This is an optimization exercise on Yosys and OpenROAD, whose aim is small area and a short achievable clock period, not a production implementation.
In this exercise RTL edits were held to simulation tests only and were not proved equivalent to the original.
Power and IR drop assume default switching activity.

==> flow/design.v (excerpt) <==
module top_FFT(
    output [24-1:0] out,
    input  [24-1:0] in,
    input clk, reset
);
Size: ~3,600 cells after synthesis.
clock: 10.0 ns
lec_check: 0
abc_clock_period_in_ps: 3500
cap_margin: 40
core_margin: 2
core_utilization: 40
slew_margin: 60
standard.sh (not shown) runs the stock make flow with config.mk's settings and CLKGATE_MAP_FILE= SYNTH_SCRIPT=/design/flow/synth_recipe.tcl, a recipe that flattens the netlist after the stock synthesis.
==> flow/flow/run.sh <==
#!/bin/bash
# Layout flow: the standard.sh (unchanged synthesis and ORFS steps) with
#  - port buffers of a plain buffer cell instead of the default delay cell,
#  - clock tree synthesis without dummy loads,
#  - the resizer's setup repair aiming at a larger slack margin,
#  - after synthesis, inverters pushed through full adders (flow/bubble.py;
#    registers and all other cells untouched).
# Each tool's output goes to a log file in this folder.
set -euo pipefail
export BUFFER_PORTS_ARGS="-buffer_cell sky130_fd_sc_hd__buf_2"
export CTS_ARGS="-sink_clustering_enable -repair_clock_nets -dont_use_dummy_load"
export SETUP_SLACK_MARGIN=6.5
R=orfs/results/sky130hd/top_FFT/base
bash standard.sh synth > synth.log 2>&1
python3 flow/bubble.py $R/1_2_yosys.v $R/1_2_yosys_bub.v > bubble.log 2>&1
cp $R/1_2_yosys.v $R/1_2_yosys_presub.v
mv $R/1_2_yosys_bub.v $R/1_2_yosys.v
rm -f $R/1_synth.odb
bash standard.sh > standard.log 2>&1
Other scripts of this flow, unchanged in this note and not shown: flow/flow/bubble.py
The first run completed without violations.
Rerun with:
--- a/flow/flow/run.sh
+++ b/flow/flow/run.sh
@@ -10,3 +10,3 @@
 export BUFFER_PORTS_ARGS="-buffer_cell sky130_fd_sc_hd__buf_2"
-export CTS_ARGS="-sink_clustering_enable -repair_clock_nets -dont_use_dummy_load"
+export CTS_ARGS="-sink_clustering_enable -repair_clock_nets -dont_use_dummy_load -sink_clustering_size 24 -sink_clustering_max_diameter 100"
 export SETUP_SLACK_MARGIN=6.5
ABC_CLOCK_PERIOD_IN_PS = unset   (was 3500)
Routed wire length shrinks by 0.94%.
Total power is lower by 8.2%.
Sequential share of layout area grows by 0.77 points.
Cell count is lower by 1.0%.
Hold slack gets worse by 6.4 ps.
Setup slack is worse by 10 ps.
Global-route usage goes down by 0.40 points.
Maximum frequency is about the same.
Non-clock buffer count drops by 9.
Synthesized area is unchanged.

* * *

top_FFT, a different RTL version from the one above (not shown whole).
For scale: ~3,600 cells after synthesis, about 50 I/O pins.
==> flow/config.mk <==
export PLATFORM = sky130hd
export DESIGN_NAME = top_FFT
export DESIGN_NICKNAME = top_FFT
export VERILOG_FILES = /design/flow/design.v
export SDC_FILE = /design/flow/constraint.sdc
export NUM_CORES = 4
export LEC_CHECK = 0
export CAP_MARGIN = 40
export CORE_MARGIN = 2
export CORE_UTILIZATION = 40
export SLEW_MARGIN = 60
==> flow/constraint.sdc <==
create_clock -name core_clock -period 10.0 [get_ports {clk}]
set_input_delay 2.0000 -clock core_clock [delete_from_list [all_inputs] [get_ports {clk}]]
set_output_delay 2.0000 -clock core_clock [all_outputs]
set_load 0.01 [all_outputs]
==> flow/flow/run.sh <==
#!/bin/bash
# Layout flow: the standard.sh (unchanged synthesis and ORFS steps) with
#  - port buffers of a plain buffer cell instead of the default delay cell,
#  - clock tree synthesis without dummy loads,
#  - the resizer's setup repair aiming at a larger slack margin,
#  - after synthesis, inverters pushed through full adders (flow/bubble.py;
#    registers and all other cells untouched).
# Each tool's output goes to a log file in this folder.
set -euo pipefail
export BUFFER_PORTS_ARGS="-buffer_cell sky130_fd_sc_hd__buf_2"
export CTS_ARGS="-sink_clustering_enable -repair_clock_nets -dont_use_dummy_load"
export SETUP_SLACK_MARGIN=6.5
R=orfs/results/sky130hd/top_FFT/base
bash standard.sh synth > synth.log 2>&1
python3 flow/bubble.py $R/1_2_yosys.v $R/1_2_yosys_bub.v > bubble.log 2>&1
cp $R/1_2_yosys.v $R/1_2_yosys_presub.v
mv $R/1_2_yosys_bub.v $R/1_2_yosys.v
rm -f $R/1_synth.odb
bash standard.sh > standard.log 2>&1
Other scripts of this flow, unchanged in this note and not shown: flow/flow/bubble.py
The baseline ran to the end with no violations.
Edit:
--- a/flow/flow/run.sh
+++ b/flow/flow/run.sh
@@ -2,5 +2,5 @@
 # Layout flow: the standard.sh (unchanged synthesis and ORFS steps) with
 #  - port buffers of a plain buffer cell instead of the default delay cell,
-#  - clock tree synthesis without dummy loads,
+#  - clock tree synthesis without dummy loads and with larger sink clusters,
 #  - the resizer's setup repair aiming at a larger slack margin,
 #  - after synthesis, inverters pushed through full adders (flow/bubble.py;
@@ -9,6 +9,6 @@
 set -euo pipefail
 export BUFFER_PORTS_ARGS="-buffer_cell sky130_fd_sc_hd__buf_2"
-export CTS_ARGS="-sink_clustering_enable -repair_clock_nets -dont_use_dummy_load"
-export SETUP_SLACK_MARGIN=6.5
+export CTS_ARGS="-sink_clustering_enable -repair_clock_nets -dont_use_dummy_load -sink_clustering_size 24 -sink_clustering_max_diameter 100"
+export SETUP_SLACK_MARGIN=6.2
 R=orfs/results/sky130hd/top_FFT/base
 bash standard.sh synth > synth.log 2>&1
Outcome: Non-clock buffer count goes down by 47; routed wire length is lower by 4.1%; setup slack loses 0.026 ns; total power fell by 11%; register-to-register slack gets worse by 0.03 ns; die area stays the same; clock power goes down by 37%.
Edit:
--- a/flow/flow/run.sh
+++ b/flow/flow/run.sh
@@ -10,5 +10,5 @@
 export BUFFER_PORTS_ARGS="-buffer_cell sky130_fd_sc_hd__buf_2"
 export CTS_ARGS="-sink_clustering_enable -repair_clock_nets -dont_use_dummy_load -sink_clustering_size 24 -sink_clustering_max_diameter 100"
-export SETUP_SLACK_MARGIN=6.2
+export SETUP_SLACK_MARGIN=6.8
 R=orfs/results/sky130hd/top_FFT/base
 bash standard.sh synth > synth.log 2>&1
=> The changed run finished with timing, DRC and antenna clean; clock skew rose by 0.047 ns; utilization rose by 1.6 points; global-route usage rises by 0.85 points; setup slack gets better by 0.089 ns; synthesized area is unchanged; routed wire length rose by 5.0%; cell area is higher by 3.8%; worst hold slack is worse by 0.010 ns; count of clock-buffer cells in the layout drops by 1; sequential power barely changes.

-- port drivers added, routing unchanged --
In the flow no input, the clock included, has a driving cell. The finished layouts below were timed again as built, in two steps. Step 1 assumes that a clkbuf_16 drives the clock port and a buf_2 every other input. Step 2 adds t to the input delays and takes it off the output delays; t is the mean of the earliest and latest rising clock arrival at the registers after step 1. Input paths then give back, and output paths get back, about the clock's delay inside the block. Slacks: ideal / step 1 / step 2; pairs: ideal / step 1.
| run | t, ns | setup slack, ns | slew at the worst register clock pin (ns) | worst data-port slew with drivers (ns) |
|---|---|---|---|---|
| the first run of note 1 | 0.640 | 6.421 / 6.421 / 6.026 | 0.07 / 0.07 | 0.07 |
| the second run of note 1 | 0.667 | 6.410 / 6.410 / 6.067 | 0.10 / 0.10 | 0.07 |
| the first run of note 2 | 0.655 | 6.380 / 6.380 / 6.290 | 0.06 / 0.06 | 0.10 |
| the second run of note 2 | 0.671 | 6.354 / 6.354 / 6.097 | 0.10 / 0.10 | 0.08 |
| the third run of note 2 | 0.666 | 6.443 / 6.443 / 6.316 | 0.10 / 0.10 | 0.06 |
After both steps setup and hold are still met in every run listed. The setup slack of the first run of note 1, which loses most, moves by 0.000 ns with the drivers and by -0.395 ns with both steps.
